This design comes from an exercise in tuning for small area, a short achievable clock period and few clock cycles per item on the open sky130 flow, not from production work.
Function was not checked in any run shown here: the RTL went through the layout flow alone.
Power figures rest on the tool's default switching activity, not on a simulated workload.

$ cat flow/design.v
module aq_axi_sdma64_ctrl
(
  input         ARESETN,
  input         ACLK,
  input [7:0]   S_AXI_AWADDR,
  input         S_AXI_AWVALID,
  output        S_AXI_AWREADY,
  input [31:0]  S_AXI_WDATA,
  input         S_AXI_WVALID,
  output        S_AXI_WREADY,
  output        S_AXI_BVALID,
  input         S_AXI_BREADY,
  input [7:0]   S_AXI_ARADDR,
  input         S_AXI_ARVALID,
  output        S_AXI_ARREADY,
  output [31:0] S_AXI_RDATA,
  output        S_AXI_RVALID,
  input         S_AXI_RREADY,
  output        INTERRUPT,
  output        MASTER_RST,
  output        WR_START,
  output [31:0] WR_ADRS,
  output [31:0] WR_COUNT,
  input         WR_READY,
  input         WR_INT,
  input         WR_FIFO_EMPTY,
  input         WR_FIFO_FULL,
  output        RD_START,
  output [31:0] RD_ADRS,
  output [31:0] RD_COUNT,
  input         RD_READY,
  input         RD_INT,
  input         RD_FIFO_EMPTY,
  input         RD_FIFO_FULL
);
  localparam I_STATUS     = 6'h00;
  localparam I_INT_STATUS = 6'h01;
  localparam I_INT_MASK   = 6'h02;
  localparam I_WR_START   = 6'h04;
  localparam I_WR_ADRS    = 6'h05;
  localparam I_WR_COUNT   = 6'h06;
  localparam I_RD_START   = 6'h08;
  localparam I_RD_ADRS    = 6'h09;
  localparam I_RD_COUNT   = 6'h0A;
  localparam I_TESTDATA   = 6'h0C;
  reg         bvalid, rvalid;
  reg [9:0]   rsel;
  wire        idle   = ~bvalid & ~rvalid;
  wire        wr_ena = idle & S_AXI_AWVALID & S_AXI_WVALID;
  wire        rd_ena = idle & S_AXI_ARVALID & ~S_AXI_AWVALID;
  wire [5:0]  widx   = S_AXI_AWADDR[7:2];
  wire [5:0]  ridx   = S_AXI_ARADDR[7:2];
  always @(posedge ACLK or negedge ARESETN) begin
    if(!ARESETN) begin
      bvalid <= 1'b0;
      rvalid <= 1'b0;
      rsel   <= 10'd0;
    end else begin
      if(wr_ena)            bvalid <= 1'b1;
      else if(S_AXI_BREADY) bvalid <= 1'b0;
      if(rd_ena)            rvalid <= 1'b1;
      else if(S_AXI_RREADY) rvalid <= 1'b0;
      if(rd_ena) begin
        rsel[0] <= (ridx == I_STATUS);
        rsel[1] <= (ridx == I_INT_STATUS);
        rsel[2] <= (ridx == I_INT_MASK);
        rsel[3] <= (ridx == I_WR_START);
        rsel[4] <= (ridx == I_WR_ADRS);
        rsel[5] <= (ridx == I_WR_COUNT);
        rsel[6] <= (ridx == I_RD_START);
        rsel[7] <= (ridx == I_RD_ADRS);
        rsel[8] <= (ridx == I_RD_COUNT);
        rsel[9] <= (ridx == I_TESTDATA);
      end
    end
  end
  assign S_AXI_AWREADY = idle;
  assign S_AXI_WREADY  = idle;
  assign S_AXI_ARREADY = idle;
  assign S_AXI_BVALID  = bvalid;
  assign S_AXI_RVALID  = rvalid;
  reg           reg_master_reset;
  reg           reg_wr_start1, reg_rd_start1;
  reg           reg_wr_start2, reg_rd_start2;
  reg [31:0]    reg_wr_adrs, reg_rd_adrs;
  reg [31:0]    reg_wr_count, reg_rd_count;
  reg [31:0]    reg_testdata;
  reg [31:0]    reg_int_mask;
  reg [1:0]     reg_int;
  wire w_status   = wr_ena & (widx == I_STATUS);
  wire w_int_stat = wr_ena & (widx == I_INT_STATUS);
  wire w_int_mask = wr_ena & (widx == I_INT_MASK);
  wire w_wr_start = wr_ena & (widx == I_WR_START);
  wire w_wr_adrs  = wr_ena & (widx == I_WR_ADRS);
  wire w_wr_count = wr_ena & (widx == I_WR_COUNT);
  wire w_rd_start = wr_ena & (widx == I_RD_START);
  wire w_rd_adrs  = wr_ena & (widx == I_RD_ADRS);
  wire w_rd_count = wr_ena & (widx == I_RD_COUNT);
  wire w_testdata = wr_ena & (widx == I_TESTDATA);
  always @(posedge ACLK or negedge ARESETN) begin
    if(!ARESETN) begin
      reg_master_reset <= 1'b0;
      reg_wr_adrs      <= 32'd0;
      reg_wr_count     <= 32'd0;
      reg_rd_adrs      <= 32'd0;
      reg_rd_count     <= 32'd0;
      reg_wr_start1    <= 1'b0;
      reg_wr_start2    <= 1'b0;
      reg_rd_start1    <= 1'b0;
      reg_rd_start2    <= 1'b0;
      reg_int_mask     <= 32'd0;
      reg_int          <= 2'd0;
      reg_testdata     <= 32'd0;
    end else begin
      if(w_status)   reg_master_reset <= S_AXI_WDATA[31];
      if(w_int_mask) reg_int_mask     <= S_AXI_WDATA;
      if(w_wr_start) reg_wr_start2    <= S_AXI_WDATA[1];
      if(w_wr_adrs)  reg_wr_adrs      <= S_AXI_WDATA;
      if(w_wr_count) reg_wr_count     <= S_AXI_WDATA;
      if(w_rd_start) reg_rd_start2    <= S_AXI_WDATA[1];
      if(w_rd_adrs)  reg_rd_adrs      <= S_AXI_WDATA;
      if(w_rd_count) reg_rd_count     <= S_AXI_WDATA;
      if(w_testdata) reg_testdata     <= S_AXI_WDATA;
      if(!WR_READY)        reg_wr_start1 <= 1'b0;
      else if(w_wr_start)  reg_wr_start1 <= S_AXI_WDATA[0];
      if(!RD_READY)        reg_rd_start1 <= 1'b0;
      else if(w_rd_start)  reg_rd_start1 <= S_AXI_WDATA[0];
      if(WR_INT)                          reg_int[0] <= 1'b1;
      else if(w_int_stat & S_AXI_WDATA[0]) reg_int[0] <= 1'b0;
      if(RD_INT)                          reg_int[1] <= 1'b1;
      else if(w_int_stat & S_AXI_WDATA[1]) reg_int[1] <= 1'b0;
    end
  end
  assign S_AXI_RDATA =
      ({32{rsel[0]}} & {reg_master_reset, 31'd0})
    | ({32{rsel[1]}} & {30'd0, reg_int})
    | ({32{rsel[2]}} & reg_int_mask)
    | ({32{rsel[3]}} & {12'd0, WR_FIFO_EMPTY, WR_FIFO_EMPTY, WR_FIFO_FULL, WR_FIFO_FULL, 7'd0, WR_READY, 6'd0, reg_wr_start2, reg_wr_start1})
    | ({32{rsel[4]}} & reg_wr_adrs)
    | ({32{rsel[5]}} & reg_wr_count)
    | ({32{rsel[6]}} & {12'd0, RD_FIFO_EMPTY, RD_FIFO_EMPTY, RD_FIFO_FULL, RD_FIFO_FULL, 7'd0, RD_READY, 6'd0, reg_rd_start2, reg_rd_start1})
    | ({32{rsel[7]}} & reg_rd_adrs)
    | ({32{rsel[8]}} & reg_rd_count)
    | ({32{rsel[9]}} & reg_testdata);
  assign WR_START   = reg_wr_start1 | reg_wr_start2;
  assign WR_ADRS    = reg_wr_adrs;
  assign WR_COUNT   = reg_wr_count;
  assign RD_START   = reg_rd_start1 | reg_rd_start2;
  assign RD_ADRS    = reg_rd_adrs;
  assign RD_COUNT   = reg_rd_count;
  assign MASTER_RST = reg_master_reset;
  assign INTERRUPT  = (reg_int[0] & reg_int_mask[0]) | (reg_int[1] & reg_int_mask[1]);
endmodule
module aq_axi_sdma64_master
(
  input         ARESETN,
  input         ACLK,
  output [31:0] M_AXI_AWADDR,
  output [7:0]  M_AXI_AWLEN,
  output        M_AXI_AWVALID,
  input         M_AXI_AWREADY,
  output        M_AXI_WLAST,
  output        M_AXI_WVALID,
  input         M_AXI_WREADY,
  input         M_AXI_BVALID,
  output        M_AXI_BREADY,
  output [31:0] M_AXI_ARADDR,
  output [7:0]  M_AXI_ARLEN,
  output        M_AXI_ARVALID,
  input         M_AXI_ARREADY,
  input         M_AXI_RLAST,
  input         M_AXI_RVALID,
  output        M_AXI_RREADY,
  input         MASTER_RST,
  input         WR_START,
  input [31:0]  WR_ADRS,
  input [31:0]  WR_LEN,
  output        WR_READY,
  output        WR_INT,
  output        WR_FIFO_RE,
  input         WR_FIFO_EMPTY,
  input         RD_START,
  input [31:0]  RD_ADRS,
  input [31:0]  RD_LEN,
  output        RD_READY,
  output        RD_LAST,
  output        RD_INT,
  output        RD_FIFO_WE,
  input         RD_FIFO_FULL
);
  localparam OUTST = 2'd3;
  reg         w_busy, aw_pend, awvalid;
  reg [28:0]  aw_addr;        
  reg [7:0]   aw_len;
  reg [20:0]  aw_f;           
  reg [7:0]   w_l;            
  reg [1:0]   wq, bq;         
  reg [7:0]   wbeat;
  wire [28:0] w_nm1   = WR_LEN[31:3] - 29'd1;
  wire        w_start = WR_START & ~w_busy;
  wire        aw_hs   = awvalid & M_AXI_AWREADY;
  wire        w_vld   = (wq != 2'd0) & ~WR_FIFO_EMPTY;
  wire        w_final = ~aw_pend & (wq == 2'd1);
  wire        w_last  = (wbeat == (w_final ? w_l : 8'hFF));
  wire        w_hs    = w_vld & M_AXI_WREADY;
  wire        b_hs    = M_AXI_BVALID & (bq != 2'd0);
  wire        w_done  = b_hs & ~aw_pend & (bq == 2'd1);
  wire        aw_pend_n = aw_pend & ~(aw_hs & (aw_f == 21'd0));
  wire [1:0]  bq_n      = bq + {1'b0, aw_hs} - {1'b0, b_hs};
  wire [1:0]  wq_n      = wq + {1'b0, aw_hs} - {1'b0, w_hs & w_last};
  always @(posedge ACLK or negedge ARESETN) begin
    if(!ARESETN) begin
      w_busy  <= 1'b0;
      aw_pend <= 1'b0;
      awvalid <= 1'b0;
      wq      <= 2'd0;
      bq      <= 2'd0;
      wbeat   <= 8'd0;
    end else if(MASTER_RST) begin
      w_busy  <= 1'b0;
      aw_pend <= 1'b0;
      awvalid <= 1'b0;
      wq      <= 2'd0;
      bq      <= 2'd0;
      wbeat   <= 8'd0;
    end else if(w_start) begin
      w_busy  <= 1'b1;
      aw_pend <= 1'b1;
      awvalid <= 1'b1;
    end else begin
      if(w_done) w_busy <= 1'b0;
      aw_pend <= aw_pend_n;
      awvalid <= aw_pend_n & (bq_n != OUTST);
      wq      <= wq_n;
      bq      <= bq_n;
      if(w_hs) wbeat <= w_last ? 8'd0 : wbeat + 8'd1;
    end
  end
  always @(posedge ACLK) begin
    if(w_start) begin
      aw_addr <= WR_ADRS[31:3];
      aw_f    <= w_nm1[28:8];
      aw_len  <= (w_nm1[28:8] == 21'd0) ? w_nm1[7:0] : 8'hFF;
      w_l     <= w_nm1[7:0];
    end else if(aw_hs & (aw_f != 21'd0)) begin
      aw_addr[28:8] <= aw_addr[28:8] + 21'd1;
      aw_f          <= aw_f - 21'd1;
      aw_len        <= (aw_f == 21'd1) ? w_l : 8'hFF;
    end
  end
  assign M_AXI_AWADDR  = {aw_addr, 3'b000};
  assign M_AXI_AWLEN   = aw_len;
  assign M_AXI_AWVALID = awvalid;
  assign M_AXI_WLAST   = w_last;
  assign M_AXI_WVALID  = w_vld;
  assign M_AXI_BREADY  = (bq != 2'd0);
  assign WR_FIFO_RE    = w_hs;
  assign WR_INT        = w_done;
  assign WR_READY      = ~w_busy;
  reg         r_busy, ar_pend, arvalid;
  reg [28:0]  ar_addr;
  reg [7:0]   ar_len;
  reg [20:0]  ar_f;
  reg [7:0]   r_l;
  reg [1:0]   rq;             
  wire [28:0] r_nm1   = RD_LEN[31:3] - 29'd1;
  wire        r_start = RD_START & ~r_busy;
  wire        ar_hs   = arvalid & M_AXI_ARREADY;
  wire        r_hs    = M_AXI_RVALID & ~RD_FIFO_FULL;
  wire        r_final = ~ar_pend & (rq == 2'd1);
  wire        r_end   = r_hs & M_AXI_RLAST & (rq != 2'd0);
  wire        r_done  = r_end & r_final;
  wire        ar_pend_n = ar_pend & ~(ar_hs & (ar_f == 21'd0));
  wire [1:0]  rq_n      = rq + {1'b0, ar_hs} - {1'b0, r_end};
  always @(posedge ACLK or negedge ARESETN) begin
    if(!ARESETN) begin
      r_busy  <= 1'b0;
      ar_pend <= 1'b0;
      arvalid <= 1'b0;
      rq      <= 2'd0;
    end else if(r_start) begin
      r_busy  <= 1'b1;
      ar_pend <= 1'b1;
      arvalid <= 1'b1;
    end else begin
      if(r_done) r_busy <= 1'b0;
      ar_pend <= ar_pend_n;
      arvalid <= ar_pend_n & (rq_n != OUTST);
      rq      <= rq_n;
    end
  end
  always @(posedge ACLK) begin
    if(r_start) begin
      ar_addr <= RD_ADRS[31:3];
      ar_f    <= r_nm1[28:8];
      ar_len  <= (r_nm1[28:8] == 21'd0) ? r_nm1[7:0] : 8'hFF;
      r_l     <= r_nm1[7:0];
    end else if(ar_hs & (ar_f != 21'd0)) begin
      ar_addr[28:8] <= ar_addr[28:8] + 21'd1;
      ar_f          <= ar_f - 21'd1;
      ar_len        <= (ar_f == 21'd1) ? r_l : 8'hFF;
    end
  end
  assign M_AXI_ARADDR  = {ar_addr, 3'b000};
  assign M_AXI_ARLEN   = ar_len;
  assign M_AXI_ARVALID = arvalid;
  assign M_AXI_RREADY  = ~RD_FIFO_FULL;
  assign RD_FIFO_WE    = r_hs;
  assign RD_LAST       = M_AXI_RLAST & r_final;
  assign RD_INT        = r_done;
  assign RD_READY      = ~r_busy;
endmodule
module aq_axi_sdma64_fifo
#(
  parameter W          = 64,
  parameter DEPTH      = 2,
  parameter DEPTH_LOG2 = 1
)
(
  input          RST_N,
  input          RST,
  input          CLK,
  input          WREN,
  input [W-1:0]  DI,
  output         FULL,
  input          RDEN,
  output [W-1:0] DO,
  output         EMPTY
);
  reg [W-1:0]          mem [0:DEPTH-1];
  reg [DEPTH_LOG2-1:0] wr_ptr, rd_ptr;
  reg [DEPTH_LOG2:0]   count;
  wire we = WREN & ~FULL;
  wire re = RDEN & ~EMPTY;
  always @(posedge CLK) begin
    if(we) mem[wr_ptr] <= DI;
  end
  always @(posedge CLK or negedge RST_N) begin
    if(!RST_N) begin
      wr_ptr <= 0;
      rd_ptr <= 0;
      count  <= 0;
    end else if(RST) begin
      wr_ptr <= 0;
      rd_ptr <= 0;
      count  <= 0;
    end else begin
      if(we) wr_ptr <= (wr_ptr == DEPTH-1) ? {DEPTH_LOG2{1'b0}} : wr_ptr + 1'b1;
      if(re) rd_ptr <= (rd_ptr == DEPTH-1) ? {DEPTH_LOG2{1'b0}} : rd_ptr + 1'b1;
      if(we & ~re)      count <= count + 1'b1;
      else if(~we & re) count <= count - 1'b1;
    end
  end
  assign DO    = mem[rd_ptr];
  assign FULL  = (count == DEPTH);
  assign EMPTY = (count == 0);
endmodule
module aq_axi_sdma64
(
  input         ARESETN,
  input         ACLK,
  input [15:0]  S_AXI_AWADDR,
  input [3:0]   S_AXI_AWCACHE,
  input [2:0]   S_AXI_AWPROT,
  input         S_AXI_AWVALID,
  output        S_AXI_AWREADY,
  input [31:0]  S_AXI_WDATA,
  input [3:0]   S_AXI_WSTRB,
  input         S_AXI_WVALID,
  output        S_AXI_WREADY,
  output        S_AXI_BVALID,
  input         S_AXI_BREADY,
  output [1:0]  S_AXI_BRESP,
  input [15:0]  S_AXI_ARADDR,
  input [3:0]   S_AXI_ARCACHE,
  input [2:0]   S_AXI_ARPROT,
  input         S_AXI_ARVALID,
  output        S_AXI_ARREADY,
  output [31:0] S_AXI_RDATA,
  output [1:0]  S_AXI_RRESP,
  output        S_AXI_RVALID,
  input         S_AXI_RREADY,
  output [0:0]  M_AXI_AWID,
  output [31:0] M_AXI_AWADDR,
  output [7:0]  M_AXI_AWLEN,
  output [2:0]  M_AXI_AWSIZE,
  output [1:0]  M_AXI_AWBURST,
  output        M_AXI_AWLOCK,
  output [3:0]  M_AXI_AWCACHE,
  output [2:0]  M_AXI_AWPROT,
  output [3:0]  M_AXI_AWQOS,
  output [0:0]  M_AXI_AWUSER,
  output        M_AXI_AWVALID,
  input         M_AXI_AWREADY,
  output [63:0] M_AXI_WDATA,
  output [7:0]  M_AXI_WSTRB,
  output        M_AXI_WLAST,
  output [0:0]  M_AXI_WUSER,
  output        M_AXI_WVALID,
  input         M_AXI_WREADY,
  input [0:0]   M_AXI_BID,
  input [1:0]   M_AXI_BRESP,
  input [0:0]   M_AXI_BUSER,
  input         M_AXI_BVALID,
  output        M_AXI_BREADY,
  output [0:0]  M_AXI_ARID,
  output [31:0] M_AXI_ARADDR,
  output [7:0]  M_AXI_ARLEN,
  output [2:0]  M_AXI_ARSIZE,
  output [1:0]  M_AXI_ARBURST,
  output [1:0]  M_AXI_ARLOCK,
  output [3:0]  M_AXI_ARCACHE,
  output [2:0]  M_AXI_ARPROT,
  output [3:0]  M_AXI_ARQOS,
  output [0:0]  M_AXI_ARUSER,
  output        M_AXI_ARVALID,
  input         M_AXI_ARREADY,
  input [0:0]   M_AXI_RID,
  input [63:0]  M_AXI_RDATA,
  input [1:0]   M_AXI_RRESP,
  input         M_AXI_RLAST,
  input [0:0]   M_AXI_RUSER,
  input         M_AXI_RVALID,
  output        M_AXI_RREADY,
  input [63:0]  W_AXIS_TDATA,
  input         W_AXIS_TVALID,
  output        W_AXIS_TREADY,
  input [7:0]   W_AXIS_TSTRB,
  input         W_AXIS_TKEEP,
  input         W_AXIS_TLAST,
  output [63:0] R_AXIS_TDATA,
  output        R_AXIS_TVALID,
  input         R_AXIS_TREADY,
  output        R_AXIS_TLAST,
  input         W_FRAME_SYNC,
  input         R_FRAME_SYNC,
  output        INTERRUPT
);
  localparam WF_DEPTH = 2, WF_LOG2 = 1;
  localparam RF_DEPTH = 2, RF_LOG2 = 1;
  wire        master_rst;
  wire        wr_start, wr_ready, wr_int;
  wire [31:0] wr_adrs, wr_len;
  wire        wr_fifo_re, wr_fifo_empty, wr_fifo_full;
  wire        rd_start, rd_ready, rd_last, rd_int;
  wire [31:0] rd_adrs, rd_len;
  wire        rd_fifo_we, rd_fifo_full, rd_fifo_empty;
  aq_axi_sdma64_ctrl u_aq_axi_sdma64_ctrl
  (
    .ARESETN        ( ARESETN ),
    .ACLK           ( ACLK ),
    .S_AXI_AWADDR   ( S_AXI_AWADDR[7:0] ),
    .S_AXI_AWVALID  ( S_AXI_AWVALID ),
    .S_AXI_AWREADY  ( S_AXI_AWREADY ),
    .S_AXI_WDATA    ( S_AXI_WDATA ),
    .S_AXI_WVALID   ( S_AXI_WVALID ),
    .S_AXI_WREADY   ( S_AXI_WREADY ),
    .S_AXI_BVALID   ( S_AXI_BVALID ),
    .S_AXI_BREADY   ( S_AXI_BREADY ),
    .S_AXI_ARADDR   ( S_AXI_ARADDR[7:0] ),
    .S_AXI_ARVALID  ( S_AXI_ARVALID ),
    .S_AXI_ARREADY  ( S_AXI_ARREADY ),
    .S_AXI_RDATA    ( S_AXI_RDATA ),
    .S_AXI_RVALID   ( S_AXI_RVALID ),
    .S_AXI_RREADY   ( S_AXI_RREADY ),
    .INTERRUPT      ( INTERRUPT ),
    .MASTER_RST     ( master_rst ),
    .WR_START       ( wr_start ),
    .WR_ADRS        ( wr_adrs ),
    .WR_COUNT       ( wr_len ),
    .WR_READY       ( wr_ready ),
    .WR_INT         ( wr_int ),
    .WR_FIFO_EMPTY  ( wr_fifo_empty ),
    .WR_FIFO_FULL   ( wr_fifo_full ),
    .RD_START       ( rd_start ),
    .RD_ADRS        ( rd_adrs ),
    .RD_COUNT       ( rd_len ),
    .RD_READY       ( rd_ready ),
    .RD_INT         ( rd_int ),
    .RD_FIFO_EMPTY  ( rd_fifo_empty ),
    .RD_FIFO_FULL   ( rd_fifo_full )
  );
  assign S_AXI_BRESP = 2'b00;
  assign S_AXI_RRESP = 2'b00;
  aq_axi_sdma64_master u_aq_axi_sdma64_master
  (
    .ARESETN        ( ARESETN ),
    .ACLK           ( ACLK ),
    .M_AXI_AWADDR   ( M_AXI_AWADDR ),
    .M_AXI_AWLEN    ( M_AXI_AWLEN ),
    .M_AXI_AWVALID  ( M_AXI_AWVALID ),
    .M_AXI_AWREADY  ( M_AXI_AWREADY ),
    .M_AXI_WLAST    ( M_AXI_WLAST ),
    .M_AXI_WVALID   ( M_AXI_WVALID ),
    .M_AXI_WREADY   ( M_AXI_WREADY ),
    .M_AXI_BVALID   ( M_AXI_BVALID ),
    .M_AXI_BREADY   ( M_AXI_BREADY ),
    .M_AXI_ARADDR   ( M_AXI_ARADDR ),
    .M_AXI_ARLEN    ( M_AXI_ARLEN ),
    .M_AXI_ARVALID  ( M_AXI_ARVALID ),
    .M_AXI_ARREADY  ( M_AXI_ARREADY ),
    .M_AXI_RLAST    ( M_AXI_RLAST ),
    .M_AXI_RVALID   ( M_AXI_RVALID ),
    .M_AXI_RREADY   ( M_AXI_RREADY ),
    .MASTER_RST     ( master_rst ),
    .WR_START       ( wr_start & W_FRAME_SYNC ),
    .WR_ADRS        ( wr_adrs ),
    .WR_LEN         ( wr_len ),
    .WR_READY       ( wr_ready ),
    .WR_INT         ( wr_int ),
    .WR_FIFO_RE     ( wr_fifo_re ),
    .WR_FIFO_EMPTY  ( wr_fifo_empty ),
    .RD_START       ( rd_start & R_FRAME_SYNC ),
    .RD_ADRS        ( rd_adrs ),
    .RD_LEN         ( rd_len ),
    .RD_READY       ( rd_ready ),
    .RD_LAST        ( rd_last ),
    .RD_INT         ( rd_int ),
    .RD_FIFO_WE     ( rd_fifo_we ),
    .RD_FIFO_FULL   ( rd_fifo_full )
  );
  assign M_AXI_AWID    = 1'b0;
  assign M_AXI_AWSIZE  = 3'b011;
  assign M_AXI_AWBURST = 2'b01;
  assign M_AXI_AWLOCK  = 1'b0;
  assign M_AXI_AWCACHE = 4'b0011;
  assign M_AXI_AWPROT  = 3'b000;
  assign M_AXI_AWQOS   = 4'b0000;
  assign M_AXI_AWUSER  = 1'b1;
  assign M_AXI_WSTRB   = 8'hFF;
  assign M_AXI_WUSER   = 1'b1;
  assign M_AXI_ARID    = 1'b0;
  assign M_AXI_ARSIZE  = 3'b011;
  assign M_AXI_ARBURST = 2'b01;
  assign M_AXI_ARLOCK  = 2'b00;
  assign M_AXI_ARCACHE = 4'b0011;
  assign M_AXI_ARPROT  = 3'b000;
  assign M_AXI_ARQOS   = 4'b0000;
  assign M_AXI_ARUSER  = 1'b1;
  aq_axi_sdma64_fifo #(.W(65), .DEPTH(RF_DEPTH), .DEPTH_LOG2(RF_LOG2)) u_aq_axi_sdma64_rfifo
  (
    .RST_N    ( ARESETN ),
    .RST      ( master_rst ),
    .CLK      ( ACLK ),
    .WREN     ( rd_fifo_we ),
    .DI       ( {rd_last, M_AXI_RDATA} ),
    .FULL     ( rd_fifo_full ),
    .RDEN     ( R_AXIS_TREADY ),
    .DO       ( {R_AXIS_TLAST, R_AXIS_TDATA} ),
    .EMPTY    ( rd_fifo_empty )
  );
  assign R_AXIS_TVALID = ~rd_fifo_empty;
  aq_axi_sdma64_fifo #(.W(64), .DEPTH(WF_DEPTH), .DEPTH_LOG2(WF_LOG2)) u_aq_axi_sdma64_wfifo
  (
    .RST_N    ( ARESETN ),
    .RST      ( master_rst ),
    .CLK      ( ACLK ),
    .WREN     ( W_AXIS_TVALID ),
    .DI       ( W_AXIS_TDATA ),
    .FULL     ( wr_fifo_full ),
    .RDEN     ( wr_fifo_re ),
    .DO       ( M_AXI_WDATA ),
    .EMPTY    ( wr_fifo_empty )
  );
  assign W_AXIS_TREADY = ~wr_fifo_full;
endmodule
$ cat flow/run.sh
#!/bin/bash
# synth_recipe.tcl (not shown) runs the flow's synth.tcl, then flattens the netlist and writes it again
# the make line also repeats each setting of config.mk as NAME=value (left out here)
make -C /OpenROAD-flow-scripts/flow DESIGN_CONFIG=/design/flow/config.mk WORK_HOME=/design/flow/orfs CLKGATE_MAP_FILE= SYNTH_SCRIPT=/design/flow/synth_recipe.tcl finish
$ cat flow/config.mk
export PLATFORM = sky130hd
export DESIGN_NAME = aq_axi_sdma64
export DESIGN_NICKNAME = aq_axi_sdma64
export VERILOG_FILES = /design/flow/design.v
export SDC_FILE = /design/flow/constraint.sdc
export NUM_CORES = 4
export LEC_CHECK = 0
export CAP_MARGIN = 20
export CORE_MARGIN = 2
export CORE_UTILIZATION = 45
export PLACE_DENSITY = 0.6
export SLEW_MARGIN = 20
$ cat flow/constraint.sdc
create_clock -name core_clock -period 5.5 [get_ports {ACLK}]
set_input_delay 1.1000 -clock core_clock [delete_from_list [all_inputs] [get_ports {ACLK}]]
set_output_delay 1.1000 -clock core_clock [all_outputs]
set_load 0.01 [all_outputs]
==> reports/qor.yml, run 1 <==
postCtsSetupBuffers: 0
boundaryPins: 552
max-cap-violations: 0
cts_tree: "yes"
seq_area_frac_synth_pct: 63.2
yosysTopAreaCellShare_pct: 41.9
ant_nets: 0
grt_pass1_vias: 18487
clk_path_buf_depth: 3
syn_inst: 2077
min_period_ns: 4.64
viasPerCell: 5.52
synth_area_um2: 28000
critPathMaxStageDelay_ns: 0.73
worst_clock_skew_ns: 0.0267
numPortBuffers: 437
routed_wl_mm: 81.9
die_w_um: 253
cts.htree.levels: 3
holdBufCountCts: 0
leakage_nw: 13.7
ys_async_sr_fraction_pct: 38.0
ctsResizeCount: 0
finalHoldViolCount: 0
coreArea_um2: 61600
die-area_um2: 64200
fill_cells: 4982
clock_latency_ns: 0.61
worstSetupPathType: "reg -> out"
syn_area_per_cell_um2: 13.5
relSlewSlack_pct: 25.0
power.density_nw_per_um2: 421
cts-root-buf: "clkbuf_16"
crit_path_top_delay_cell: "or4_1"
tns_ns: 0
grt_pass1_wl_mm: 118
drtIter0Drc: 1394
setup_violations: 0
cp_cell_sequence: "or3b_2 -> or3_1 -> a21oi_1 -> a311oi_1 -> or4_1 -> inv_1 -> clkdlybuf4s50_1"
wire_per_inst_um: 24.0
required_ns: 4.40
fp.dieH_um: 253
initial_core_util_pct: 45.4
antenna_found_initial: 17
row_count: 91
grtUsageTotal_pct: 24.9
power_mw: 14.9
cts_buffers: 71
max_freq_ghz: 0.215
drc: 0
hold_path_class: "reg -> reg"
place_area_um2: 33100
yosysTopAreaCell: "edfxtp_1"
critPathArrivalTime_ns: 3.54
status: "no timing/DRC/antenna violations"
slew_viol_final: 0
irDropWorstVdd_mv: 0.231
ys.flop_type: "edfxtp_1"
path_max_fanout: 12
critPathCaptureType: "output port"
synth.distinct_cells: 59
tightest_slew_ns: 1.11
multiInputGateArea_um2: 9560
nets: 2777
timing.final.crit_share_pct: 84.4
overflow: 0
clk_pin_slew_ns: 0.06
ys_warn_count: 4
synth.area.top_cells: "edfxtp_1, dfrtp_1, mux2_2"
grt_setup_unrepaired: "false"
ys_seq_elements: 629
clock-sinks: 629
synth_common_cells: "edfxtp_1, mux2_2, dfrtp_1"
place_congestion: 0.844
final_layout_size_suffix_gt1_share_pct: 18.5
route.vias.total: 18853
area_growth_syn_to_layout_pct: 26.5
seq_area_um2: 17700
yosysMostFrequentCell: "edfxtp_1"
start_kind: "register"
dp_hpwl_mm: 57.4
dr.pass1.iters: 5
final_cell_area_um2: 35400
synth_edf_count: 390
grt_max_degree: 125
[sequential cells by signal, indices dropped and copies added (netlist names), 8 cells and up]
name,cells
u_aq_axi_sdma64_rfifo.mem,130
u_aq_axi_sdma64_master.w_l,8
u_aq_axi_sdma64_master.ar_addr,29
u_aq_axi_sdma64_master.r_l,8
u_aq_axi_sdma64_ctrl.reg_rd_adrs,32
u_aq_axi_sdma64_master.ar_len,8
u_aq_axi_sdma64_master.aw_len,8
u_aq_axi_sdma64_wfifo.mem,128
u_aq_axi_sdma64_master.aw_f,21
u_aq_axi_sdma64_master.ar_f,21
u_aq_axi_sdma64_ctrl.reg_testdata,32
u_aq_axi_sdma64_ctrl.rsel,10
u_aq_axi_sdma64_ctrl.reg_wr_adrs,32
u_aq_axi_sdma64_master.wbeat,8
u_aq_axi_sdma64_ctrl.reg_rd_count,32
u_aq_axi_sdma64_ctrl.reg_wr_count,32
u_aq_axi_sdma64_ctrl.reg_int_mask,32
u_aq_axi_sdma64_master.aw_addr,29
[cell usage in the layout, fill, tap and decap left out, types with 7 or more instances in the layout]
master	netlist	final
clkbuf_16	0	76
or4_1	12	12
edfxtp_1	390	390
nor2_1	100	94
nand4_1	21	21
nand2_1	166	166
clkbuf_1	92	24
o21ai_0	77	75
a22o_1	8	8
nor4_1	32	32
xnor2_1	65	65
clkdlybuf4s50_1	0	436
clkbuf_8	0	7
dfrtp_1	239	233
or3_1	17	17
nand2b_1	11	10
inv_1	43	41
nand3_1	55	55
nor3_1	43	43
ha_1	15	15
clkinv_1	0	13
o32a_1	8	8
a41oi_1	8	8
a22oi_1	85	85
xor2_1	71	71
and3_1	14	12
buf_4	60	34
a21oi_1	28	28
mux2_2	319	319
nand3b_1	9	9
conb_1	2	58
[path summary, 6_finish.rpt]
path,depth (start not counted),slack [ns],end,from
max in group asynchronous,2,3.67,u_aq_axi_sdma64_rfifo.rd_ptr$_DFFE_PN0P_,ARESETN
hold reg to reg,1,0.46,u_aq_axi_sdma64_ctrl.reg_wr_start1$_DFFE_PN0P_,u_aq_axi_sdma64_master.w_busy$_DFFE_PN0P_
hold / removal,1,0.46,u_aq_axi_sdma64_ctrl.reg_wr_start1$_DFFE_PN0P_,u_aq_axi_sdma64_master.w_busy$_DFFE_PN0P_
min in group asynchronous,1,0.60,u_aq_axi_sdma64_ctrl.reg_wr_adrs[24]$_DFFE_PN0P_,ARESETN
setup / recovery,7,0.86,M_AXI_WLAST,u_aq_axi_sdma64_master.wq[1]$_DFFE_PN0N_
setup reg to reg,12,1.96,u_aq_axi_sdma64_master.wq[1]$_DFFE_PN0N_,u_aq_axi_sdma64_master.wq[1]$_DFFE_PN0N_
[critical path, delay by kind of cell, from the launching register on]
kind,cells,cell delay [ns]
AND/OR/NAND/NOR,3,1.69
buffers and inverters,2,0.64
AO/OA/AOI/OAI,2,0.20
flip-flops,1,0.41
[area by class of cell]
cell class              instances  area share, %
diodes                          4         0.0283
clock buffers                 107           5.90
clock inverters                23          0.492
inverters                      43          0.456
multi-input cells            1301           27.0
flip-flops and latches        629           50.0
well taps                     837           2.96
repair buffers                471           13.1
[power by group]
| group | switching (mW) | total, mW | internal (mW) | leakage [nW] |
|---|---|---|---|---|
| clock | 1.89 | 4.61 | 2.72 | 1.09 |
| combinational | 1.97 | 3.89 | 1.92 | 5.81 |
| sequential | 0.486 | 6.41 | 5.92 | 6.78 |
[routing by layer]
layer | up-vias | global-route usage [%] | share of wire [%]
li1 | 8517 | - | -
met1 | 9572 | 32.1 | 42
met2 | 619 | 40.1 | 47
met3 | 115 | 8.40 | 8.7
met4 | 30 | 6.75 | 2.0
met5 | - | 0.541 | 0.28
[per-stage QoR]
step | setup WS [ns] | instances | util (%) | hold slack (ns)
after global routing | 0.696 | 3411 | 57.4 | 0.481
after CTS | 0.817 | 3411 | 57.4 | 0.467
final | 0.855 | 3415 | 57.4 | 0.464
after global placement | 1.46 | 3281 | 53.7 | 0.439
after floorplan | 0.273 | 2133 | - | 0.425
after detailed placement | 1.39 | 3281 | 53.7 | 0.452
[logic make-up (layout without fill, tap and decap cells)]
group / count (synthesis) / in the layout / synth area share (%)
mux: 328 / 328 / 13.2
fa+ha+maj: 15 / 15 / 0.671
flops: 629 / 629 / 63.2
xor+xnor: 136 / 136 / 4.26
compound gates: 257 / 257 / 6.24
simple gates: 507 / 507 / 8.82
buf+inv: 203 / 644 / 3.56
other cells: 2 / 62 / 0.0268
==> run 2, diff against run 1 <==
--- a/flow/config.mk
+++ b/flow/config.mk
@@ -7,2 +7,3 @@
 export LEC_CHECK = 0
+export ABC_CLOCK_PERIOD_IN_PS = 2000
 export CAP_MARGIN = 20
@@ -11,2 +12,3 @@
 export PLACE_DENSITY = 0.6
+export SETUP_SLACK_MARGIN = 3.0
 export SLEW_MARGIN = 20
==> run 2 against run 1 <==
  * Critical path depth unchanged
  * Area after synthesis unchanged
  * Sequential power about the same
  * Clock power decreased by 2%
  * Power increased by 11%
  * Critical endpoint unchanged
  * Critical path type unchanged
==> reports/qor.yml, run 2 <==
status: "no timing/DRC/antenna violations"  # unchanged
cts_tree: "yes"  # unchanged
clock-sinks: 629  # unchanged
tns_ns: 0  # unchanged
max-cap-violations: 0  # unchanged
area_growth_syn_to_layout_pct: 43.9  # was 26.5%
tightest_slew_ns: 0.759  # was 1.11 ns
synth_edf_count: 390  # unchanged
synth.area.top_cells: "edfxtp_1, dfrtp_1, mux2_2"  # unchanged
synth_top_family_by_area: "multiplexers"  # unchanged
cts-root-buf: "clkbuf_16"  # unchanged
path_max_fanout: 8  # was 12
grt_pass1_wl_mm: 131  # was 118 mm
syn_inst: 2077  # unchanged
holdBufCountCts: 0  # unchanged
drtIter0Drc: 1396  # was 1394
cts.htree.levels: 3  # unchanged
antenna_cells: 0  # was 4
nets: 3034  # was 2777
antenna_found_initial: 7  # was 17
hold_start: "u_aq_axi_sdma64_master.r_busy$_DFFE_PN0P_"  # was u_aq_axi_sdma64_master.w_busy$_DFFE_PN0P_
die_w_um: 253  # unchanged
start_kind: "register"  # unchanged
wl_met2_mm: 43.7  # was 38.6 mm
worstSetupPathType: "reg -> out"  # unchanged
cp-startpoint: "u_aq_axi_sdma64_master.wq[1]$_DFFE_PN0N_"  # unchanged
ys_seq_elements: 629  # unchanged
utilization_pct: 65.3  # was 57.4%
mostFrequentLayoutCells: "edfxtp_1, buf_6, mux2_2"  # was clkdlybuf4s50_1, edfxtp_1, mux2_2
synth_area_um2: 28000  # unchanged
fp.dieH_um: 253  # unchanged
ys_async_sr_fraction_pct: 38.0  # unchanged
ys.flop_type: "edfxtp_1"  # unchanged
cts_buffers: 70  # was 71
power.density_nw_per_um2: 411  # was 421 nW/um^2
clk_path_buf_depth: 3  # unchanged
grt_pass1_vias: 20242  # was 18.5k
largest_register_ff_count: 130  # unchanged
met3_length_mm: 6.64  # was 7.17 mm
dr.pass1.iters: 5  # unchanged
clock_latency_ns: 0.61  # about the same
viasPerCell: 5.51  # was 5.52
overflow: 0  # unchanged
slew_viol_final: 0  # unchanged
critPathCaptureType: "output port"  # unchanged
coreArea_um2: 61600  # unchanged
synth_adder_area_share_pct: 0.671  # unchanged
synth.distinct_cells: 59  # unchanged
finalHoldViolCount: 0  # unchanged
final_layout_size_suffix_gt1_share_pct: 39.9  # was 18.5%
grtUsageTotal_pct: 27.5  # was 24.9%
yosys.area_share.simple_pct: 8.82  # unchanged
seq_area_frac_synth_pct: 63.2  # unchanged
timing.final.crit_share_pct: 69.3  # was 84.4%
die-area_um2: 64200  # unchanged
drc: 0  # unchanged
yosysTopAreaCellShare_pct: 41.9  # unchanged
ant_nets: 0  # unchanged
top_layer: "met5"  # unchanged
top_regs: "u_aq_axi_sdma64_rfifo.mem (130), u_aq_axi_sdma64_wfifo.mem (128)"  # unchanged
grt_setup_unrepaired: "true"  # was false
critPathArrivalTime_ns: 2.71  # was 3.54 ns
synth_xor_area_share_pct: 4.26  # unchanged
hold_path_class: "reg -> reg"  # unchanged
setup_violations: 0  # unchanged
row_count: 91  # unchanged
route.layer.met1.wl_mm: 38.0  # was 34.3 mm
route.vias.total: 20185  # was 18.9k
grt_max_degree: 95  # was 125
synth_common_cells: "edfxtp_1, mux2_2, dfrtp_1"  # unchanged
yosysTopAreaCell: "edfxtp_1"  # unchanged
worst_clock_skew_ns: 0.0254  # was 0.0267 ns
initial_core_util_pct: 45.4  # unchanged
yosysMostFrequentCell: "edfxtp_1"  # unchanged
irDropWorstVdd_mv: 0.242  # was 0.231 mV
power_mw: 16.6  # was 14.9 mW
leakage_nw: 16.3  # was 13.7 nW
routed_wl_mm: 91.8  # was 81.9 mm
synth_compound_area_share_pct: 6.24  # unchanged
synth_mux_area_share_pct: 13.2  # unchanged
required_ns: 4.40  # about the same
ys_warn_count: 4  # unchanged
boundaryPins: 552  # unchanged
place_congestion: 0.881  # was 0.844
timing.rr.start: "u_aq_axi_sdma64_master.wq[1]$_DFFE_PN0N_"  # unchanged
max_freq_ghz: 0.262  # was 0.215 GHz
wire_per_inst_um: 25.0  # was 24.0 um
numPortBuffers: 437  # unchanged
layout_commonest_cell: "edfxtp_1"  # was clkdlybuf4s50_1
relSlewSlack_pct: 49.4  # was 25.0%
largest_register: "u_aq_axi_sdma64_rfifo.mem"  # unchanged
clk_pin_slew_ns: 0.06  # about the same
dp_hpwl_mm: 55.1  # was 57.4 mm
syn_area_per_cell_um2: 13.5  # unchanged
min_period_ns: 3.81  # was 4.64 ns
[run 2: cell counts after synthesis]
No cell type changed its count.
[run 2: layout make-up]
type | instances | area (um^2)
Clock buffer | 90 | 1900
Clock inverter | 37 | 287
Fill cell | 4674 | 21300
Inverter | 43 | 184
Multi-Input combinational cell | 1305 | 11200
Sequential cell | 629 | 17700
Tap cell | 837 | 1050
Timing Repair Buffer | 724 | 7910
Timing Repair inverter | 1 | 5.00
[run 2: per-stage QoR]
| step | instance area [um^2] | cells | hold slack [ns] | setup WS, ns |
|---|---|---|---|---|
| finish | 40200 | 3666 | 0.464 | 1.69 |
| global route | 40200 | 3666 | 0.495 | 1.61 |
| CTS | 38800 | 3598 | 0.467 | 1.63 |
| detailed placement | 33500 | 3272 | 0.448 | 1.54 |
| global placement | 33500 | 3272 | 0.448 | 1.55 |
| floorplan | 28900 | 2133 | 0.425 | 2.27 |
[run 2: critical path, stage by stage (launching register included)]
cell	delay, ns
dfrtp_1	0.39
or3b_4	0.43
or3_1	0.33
a21oi_2	0.12
a311oi_1	0.06
or4_4	0.59
inv_4	0.07
buf_4	0.13
[run 2: path summary, 6_finish.rpt]
check | endpoint | slack, ns | cells past startpoint
max | M_AXI_WLAST | 1.69 | 7
min | u_aq_axi_sdma64_ctrl.reg_rd_start1$_DFFE_PN0P_ | 0.46 | 1
max reg2reg | u_aq_axi_sdma64_master.wq[1]$_DFFE_PN0N_ | 2.19 | 14
min reg2reg | u_aq_axi_sdma64_ctrl.reg_rd_start1$_DFFE_PN0P_ | 0.46 | 1
max in group asynchronous | u_aq_axi_sdma64_ctrl.reg_wr_count[12]$_DFFE_PN0P_ | 3.90 | 2
min in group asynchronous | u_aq_axi_sdma64_ctrl.reg_rd_adrs[27]$_DFFE_PN0P_ | 0.51 | 1
[run 2: cell families (layout without fill, tap and decap cells)]
| family | Yosys count | in the layout |
|---|---|---|
| flip-flops | 629 | 629 |
| AND/OR/NAND/NOR | 507 | 511 |
| multiplexers | 328 | 328 |
| AO/OA/AOI/OAI | 257 | 257 |
| buffers and inverters | 203 | 895 |
| XOR/XNOR | 136 | 136 |
| adder cells (fa/ha/maj) | 15 | 15 |
| other | 2 | 58 |
[run 2: layer usage]
layer  vias to the layer above  GRT usage, %
li1                       9018             -
met1                     10196          36.0
met2                       775          44.4
met3                       184          5.89
met4                        12          11.3
met5                         -             0
[run 2: timing repair]
action                     4_1_cts  5_1_grt
cloned                          17        8
gates resized for setup       1220      230
pin swaps                      100       79
setup endpoints to repair      717      511
setup buffers                  182       60
[run 2: report_power, final]
| group | internal (mW) | switching, mW | total [mW] |
|---|---|---|---|
| clock network | 2.63 | 1.91 | 4.54 |
| registers | 5.92 | 0.478 | 6.40 |
| logic | 3.04 | 2.58 | 5.62 |

afterwards: timing with drivers on the ports:
The flow's constraints put no driver on any port. The routed layouts listed below were extracted and timed again, unchanged, in two steps. Step 1 (the two cells are an assumption about what drives the block):
set clk [get_ports {ACLK}]
set_driving_cell -lib_cell sky130_fd_sc_hd__clkbuf_16 $clk
set_driving_cell -lib_cell sky130_fd_sc_hd__buf_2 [delete_from_list [all_inputs] $clk]
Step 2 times the ports against the registers' clock, not the clock port: input delays grow and output delays shrink by t, the midpoint of the rising clock arrivals with the driver on. a / b / c = ideal / step 1 / step 2; a / b = the first two.
| run | t (ns) | slack for setup (ns) | hold slack, ns | latest minus earliest clock arrival (ns) |
|---|---|---|---|---|
| run 1 | 0.659 | 0.855 / 0.792 / 1.221 | 0.464 / 0.464 / 0.464 | 0.027 / 0.027 |
| run 2 | 0.659 | 1.686 / 1.626 / 1.969 | 0.464 / 0.464 / 0.464 | 0.027 / 0.027 |
After both steps setup and hold are still met in every run listed.
